This design comes from an exercise in tuning for small area, a short achievable clock period and few clock cycles on the open sky130 flow, not from production work.

==> flow/design.v <==
module JAM (
    input CLK,
    input RST,
    output [2:0] W,
    output [2:0] J,
    input [6:0] Cost,
    output [3:0] MatchCount,
    output [9:0] MinCost,
    output reg Valid );
localparam ROUND = 3'd0, SEL = 3'd1, FIN = 3'd2, BUILD = 3'd3, COUNT = 3'd4;
reg [2:0] state;
reg [2:0] r;             
reg [2:0] i0;            
reg [2:0] cj;            
reg [2:0] j0;            
reg [8:0] base;          
reg first;
reg [7:0] mind;
reg [2:0] jmin;
reg [6:0] vpc;           
reg [6:0] vpj;           
reg [7:0] dcj;           
reg [2:0] rj;            
reg [7:0] S;             
reg rootr;               
reg [7:0] colFree;
reg [6:0] vp [0:7];
reg [7:0] dst [0:7];     
reg [2:0] way [0:7];     
reg [2:0] rowOf [0:7];   
reg [2:0] ja;
reg augdone;
reg [9:0] mc;
reg [3:0] cnt;
assign MinCost = mc;
assign MatchCount = cnt;
function [3:0] lowest;           
    input [7:0] m;
    begin
        casez (m)
            8'b???????1: lowest = 4'b1000;
            8'b??????10: lowest = 4'b1001;
            8'b?????100: lowest = 4'b1010;
            8'b????1000: lowest = 4'b1011;
            8'b???10000: lowest = 4'b1100;
            8'b??100000: lowest = 4'b1101;
            8'b?1000000: lowest = 4'b1110;
            8'b10000000: lowest = 4'b1111;
            default:     lowest = 4'b0000;
        endcase
    end
endfunction
function lt7;
    input [6:0] c;
    input [10:0] t;
    begin
        if (t[10])
            lt7 = 1'b0;
        else if (t[9:7] != 3'd0)
            lt7 = 1'b1;
        else
            lt7 = c < t[6:0];
    end
endfunction
function [7:0] above;            
    input [2:0] k;
    begin
        above = 8'hFE << k;
    end
endfunction
wire [2:0] j1 = way[ja];
wire [2:0] aR = (state == ROUND) ? cj : (state == FIN) ? j1 : i0;
wire [2:0] rA = rowOf[aR];
assign W = i0;
assign J = cj;
wire [6:0] vp_cj = vpc;
wire [7:0] dA = dst[i0];
wire [9:0] bv = {base[8], base} + {3'd0, vp_cj};
wire [10:0] thr_o = 11'd256 - {bv[9], bv};
wire over = !lt7(Cost, thr_o);
wire [4:0] cur_lo = {1'b0, bv[3:0]} + {1'b0, Cost[3:0]};
wire [3:0] cur_h0 = bv[7:4] + {1'b0, Cost[6:4]};
wire [3:0] cur_h1 = bv[7:4] + {1'b0, Cost[6:4]} + 4'd1;
wire [7:0] cur_b = {cur_lo[4] ? cur_h1 : cur_h0, cur_lo[3:0]};
wire [7:0] cur8 = over ? 8'd255 : cur_b;
wire [7:0] dst_cj = dcj;
wire [10:0] thr_d = {3'd0, dst_cj} - {bv[9], bv};
wire [10:0] thr_m = {3'd0, mind} - {bv[9], bv};
wire better = rootr || lt7(Cost, thr_d);
wire cur_lt_min = lt7(Cost, thr_m);
wire dst_lt_min = dst_cj < mind;
wire take = first || (better ? cur_lt_min : dst_lt_min);
wire [7:0] nd = better ? cur8 : dst_cj;
wire [3:0] nxt_round = lowest(~S & above(cj));
wire [7:0] bitcj = 8'd1 << cj;
wire [7:0] S_sel = S | (8'd1 << jmin);
wire [3:0] first_round = lowest(~S_sel);
wire [3:0] lS = lowest(S);
wire [7:0] S_fin = S & ~bitcj;
wire [3:0] lSf = lowest(S_fin);
wire aug_last = (j1 == ja);
wire sel_done = (S == 8'd0) && (way[jmin] == jmin);
wire cur_eq_min = (thr_m[10:7] == 4'd0) && (thr_m[6:0] == Cost);
wire newmin = (cj == 3'd0) || cur_lt_min;
wire [7:0] tmask = newmin ? bitcj : cur_eq_min ? (S | bitcj) : S;
wire [2:0] ncol = (state == ROUND) ? nxt_round[2:0] :
                  (state == SEL) ? (colFree[jmin] ? lS[2:0] : first_round[2:0]) :
                  (state == FIN) ? lSf[2:0] : cj + 3'd1;
wire [6:0] vpn = colFree[ncol] ? 7'd0 : vp[ncol];
wire [6:0] vp_upd = vpc + (mind[6:0] - dcj[6:0]);
wire [7:0] dstn = dst[ncol];
wire [6:0] vp0 = colFree[0] ? 7'd0 : vp[0];
wire [7:0] adj = dA;
wire [2:0] dm1 = i0 - 3'd1;
wire [7:0] cand = adj & ~S & (first ? 8'hFF : above(rA));
wire [3:0] lj = lowest(cand);
wire [7:0] u2 = S | (8'd1 << lj[2:0]);
reg ok;
integer k;
always @(*) begin
    ok = 1'b1;
    for (k = 1; k < 8; k = k + 1)
        if (k > i0 && (dst[k] & ~u2) == 8'd0)
            ok = 1'b0;
end
wire d6 = first && (i0 == 3'd6);
wire [7:0] fx = ~S;
wire [7:0] flo = fx & (~fx + 8'd1);
wire [7:0] fhi = fx ^ flo;
wire [7:0] m6 = dst[6] & fx;
wire [7:0] m7 = dst[7] & fx;
wire c1 = (|(m6 & flo)) && (|(m7 & fhi));
wire c2 = (|(m6 & fhi)) && (|(m7 & flo));
wire [2:0] pd = rowOf[dm1];
always @(posedge CLK or posedge RST) begin
    if (RST) begin
        state <= ROUND;
        r <= 3'd0;
        i0 <= 3'd0;
        cj <= 3'd0;
        base <= 9'd0;
        first <= 1'b1;
        S <= 8'd0;
        rootr <= 1'b1;
        vpc <= 7'd0;
        colFree <= 8'hFF;
        mc <= 10'd0;
        cnt <= 4'd0;
        Valid <= 1'b0;
        augdone <= 1'b0;
    end else begin
        case (state)
        ROUND: begin
            first <= 1'b0;
            if (nxt_round[3]) begin
                cj <= nxt_round[2:0];
                vpc <= vpn;
                dcj <= dstn;
            end else begin
                state <= SEL;
                i0 <= take ? rA : rj;
                if (!take)
                    cj <= jmin;
            end
        end
        SEL: begin
            if (colFree[jmin] && sel_done) begin
                mc <= mc + {2'd0, mind};
                colFree[jmin] <= 1'b0;
                vpc <= vp0;
                dcj <= dst[0];
                if (r == 3'd7) begin
                    state <= BUILD;
                    i0 <= 3'd0;
                    cj <= 3'd0;
                    base <= 9'd0;
                end else begin
                    state <= ROUND;
                    r <= r + 3'd1;
                    i0 <= r + 3'd1;
                    base <= 9'd0;
                    rootr <= 1'b1;
                    cj <= 3'd0;
                    first <= 1'b1;
                end
            end else if (colFree[jmin]) begin
                mc <= mc + {2'd0, mind};
                colFree[jmin] <= 1'b0;
                cj <= lS[2:0];
                vpc <= vpn;
                dcj <= dstn;
                augdone <= 1'b0;
                state <= FIN;
            end else begin
                S <= S_sel;
                rootr <= 1'b0;
                base <= {1'b0, mind} - {2'd0, Cost} - {2'd0, vpj};
                cj <= first_round[2:0];
                vpc <= vpn;
                dcj <= dstn;
                first <= 1'b1;
                state <= ROUND;
            end
        end
        FIN: begin
            if (S != 8'd0) begin
                S <= S_fin;
                cj <= lSf[2:0];
                vpc <= vpn;
                dcj <= dstn;
            end
            if (!augdone && aug_last)
                augdone <= 1'b1;
            if (S_fin == 8'd0 && (augdone || aug_last)) begin
                vpc <= (S != 8'd0 && cj == 3'd0) ? vp_upd : vp0;
                dcj <= dst[0];
                if (r == 3'd7) begin
                    state <= BUILD;
                    i0 <= 3'd0;
                    cj <= 3'd0;
                    base <= 9'd0;
                end else begin
                    state <= ROUND;
                    r <= r + 3'd1;
                    i0 <= r + 3'd1;
                    base <= 9'd0;
                    rootr <= 1'b1;
                    cj <= 3'd0;
                    first <= 1'b1;
                end
            end
        end
        BUILD: begin
            S <= tmask;
            cj <= cj + 3'd1;
            vpc <= vpn;
            dcj <= dstn;
            if (cj == 3'd7) begin
                i0 <= i0 + 3'd1;
                if (i0 == 3'd7) begin
                    state <= COUNT;
                    S <= 8'd0;
                    first <= 1'b1;
                end
            end
        end
        COUNT: if (!Valid) begin
            if (d6) begin
                cnt <= cnt + {3'd0, c1} + {3'd0, c2};
                i0 <= dm1;
                S <= S & ~(8'd1 << pd);
                first <= 1'b0;
            end else if (lj[3]) begin
                if (ok) begin
                    S <= u2;
                    i0 <= i0 + 3'd1;
                    first <= 1'b1;
                end else begin
                    first <= 1'b0;
                end
            end else if (i0 == 3'd0) begin
                Valid <= 1'b1;
            end else begin
                i0 <= dm1;
                S <= S & ~(8'd1 << pd);
                first <= 1'b0;
            end
        end
        default: state <= ROUND;
        endcase
    end
end
always @(posedge CLK) begin
    case (state)
    ROUND: begin
        if (better) begin
            dst[cj] <= cur8;
            way[cj] <= rootr ? cj : j0;
        end
        if (take) begin
            mind <= nd;
            jmin <= cj;
            vpj <= vpc;
            rj <= rA;
        end
    end
    SEL: begin
        j0 <= jmin;
        ja <= jmin;
        if (colFree[jmin])
            vp[jmin] <= 7'd0;
        if (colFree[jmin] && sel_done)
            rowOf[jmin] <= r;
    end
    FIN: begin
        if (S != 8'd0)
            vp[cj] <= vp_upd;
        if (!augdone) begin
            rowOf[ja] <= aug_last ? r : rA;
            if (!aug_last)
                ja <= j1;
        end
    end
    BUILD: begin
        if (newmin)
            mind <= cur8;
        if (cj == 3'd7)
            dst[i0] <= tmask;
    end
    COUNT: begin
        if (!Valid && !d6 && lj[3])
            rowOf[i0] <= lj[2:0];
    end
    default: ;
    endcase
end
endmodule
export LEC_CHECK = 0
export ABC_AREA = 1
export CAP_MARGIN = 20
export CORE_MARGIN = 2
export CORE_UTILIZATION = 50
export PLACE_DENSITY = 0.65
export SETUP_SLACK_MARGIN = 5
export SLEW_MARGIN = 20
create_clock -name core_clock -period 10.0 [get_ports {CLK}]
standard.sh (not shown) runs the stock make flow with config.mk's settings and CLKGATE_MAP_FILE= SYNTH_SCRIPT=/design/flow/synth_recipe.tcl, a recipe that flattens the netlist after the stock synthesis.
==> flow/flow/run.sh <==
#!/bin/bash
# The standard layout (standard.sh: the standard synthesis, then ORFS to the
# final layout), with timing repair aiming at 5.6 ns of setup slack instead of
# config.mk's 5, so that it works further on the paths it shortens.
set -euo pipefail
sed 's/SETUP_SLACK_MARGIN=[0-9.]*/SETUP_SLACK_MARGIN=5.6/' standard.sh > standard_margin.sh
bash standard_margin.sh > standard.log 2>&1
Change:
--- a/flow/design.v
+++ b/flow/design.v
@@ -99,7 +99,6 @@
 wire [7:0] S_fin = S & ~bitcj;
 wire [3:0] lSf = lowest(S_fin);
 wire aug_last = (j1 == ja);
-wire sel_done = (S == 8'd0) && (way[jmin] == jmin);
 wire cur_eq_min = (thr_m[10:7] == 4'd0) && (thr_m[6:0] == Cost);
 wire newmin = (cj == 3'd0) || cur_lt_min;
 wire [7:0] tmask = newmin ? bitcj : cur_eq_min ? (S | bitcj) : S;
@@ -164,26 +163,7 @@
             end
         end
         SEL: begin
-            if (colFree[jmin] && sel_done) begin
-                mc <= mc + {2'd0, mind};
-                colFree[jmin] <= 1'b0;
-                vpc <= vp0;
-                dcj <= dst[0];
-                if (r == 3'd7) begin
-                    state <= BUILD;
-                    i0 <= 3'd0;
-                    cj <= 3'd0;
-                    base <= 9'd0;
-                end else begin
-                    state <= ROUND;
-                    r <= r + 3'd1;
-                    i0 <= r + 3'd1;
-                    base <= 9'd0;
-                    rootr <= 1'b1;
-                    cj <= 3'd0;
-                    first <= 1'b1;
-                end
-            end else if (colFree[jmin]) begin
+            if (colFree[jmin]) begin
                 mc <= mc + {2'd0, mind};
                 colFree[jmin] <= 1'b0;
                 cj <= lS[2:0];
@@ -289,8 +269,6 @@
         ja <= jmin;
         if (colFree[jmin])
             vp[jmin] <= 7'd0;
-        if (colFree[jmin] && sel_done)
-            rowOf[jmin] <= r;
     end
     FIN: begin
         if (S != 8'd0)
=>
- fmax stays flat
- synthesized area came out lower by 2.7%
- final cell count came out lower by 2.9%
- design area came out lower by 4.0%
- count of clock-buffer cells in the layout came out higher by 4
- via count came out lower by 4.4%
- wire length came out lower by 6.4%
- sequential share of layout area came out higher by 1.2 points
- utilization came out lower by 0.69 points
- global-route usage came out lower by 1.8 points
- hold slack improves by 0.0033 ns
- worst setup slack improves by 0.0092 ns
No run of this note included a check of the RTL's function; only the layout flow was run.

[re-timing with driven ports]
The flow's constraints put no driver on any port. The routed layouts listed below were extracted and timed again, unchanged, in two steps.
Step 1 sets driving cells, clkbuf_16 on the clock port and buf_2 on the other inputs (assumed; they add their load-dependent delay and slew).
Step 2, shift: input delay + t, output delay - t, t = (earliest + latest rising clock arrival at the registers) / 2. This alone moves slack from input paths to output paths.
a / b / c = ideal / step 1 / step 2; a / b = the first two.
run | t, ns | setup WS [ns] | worst setup path at the end
the first run | 0.603 | 5.588 / 5.588 / 5.105 | input to register
the second run | 0.639 | 5.597 / 5.597 / 5.076 | input to register
After both steps every run listed still meets setup and hold. The setup slack of the second run, which loses most, moves by 0.000 ns with the drivers and by -0.521 ns with both steps.
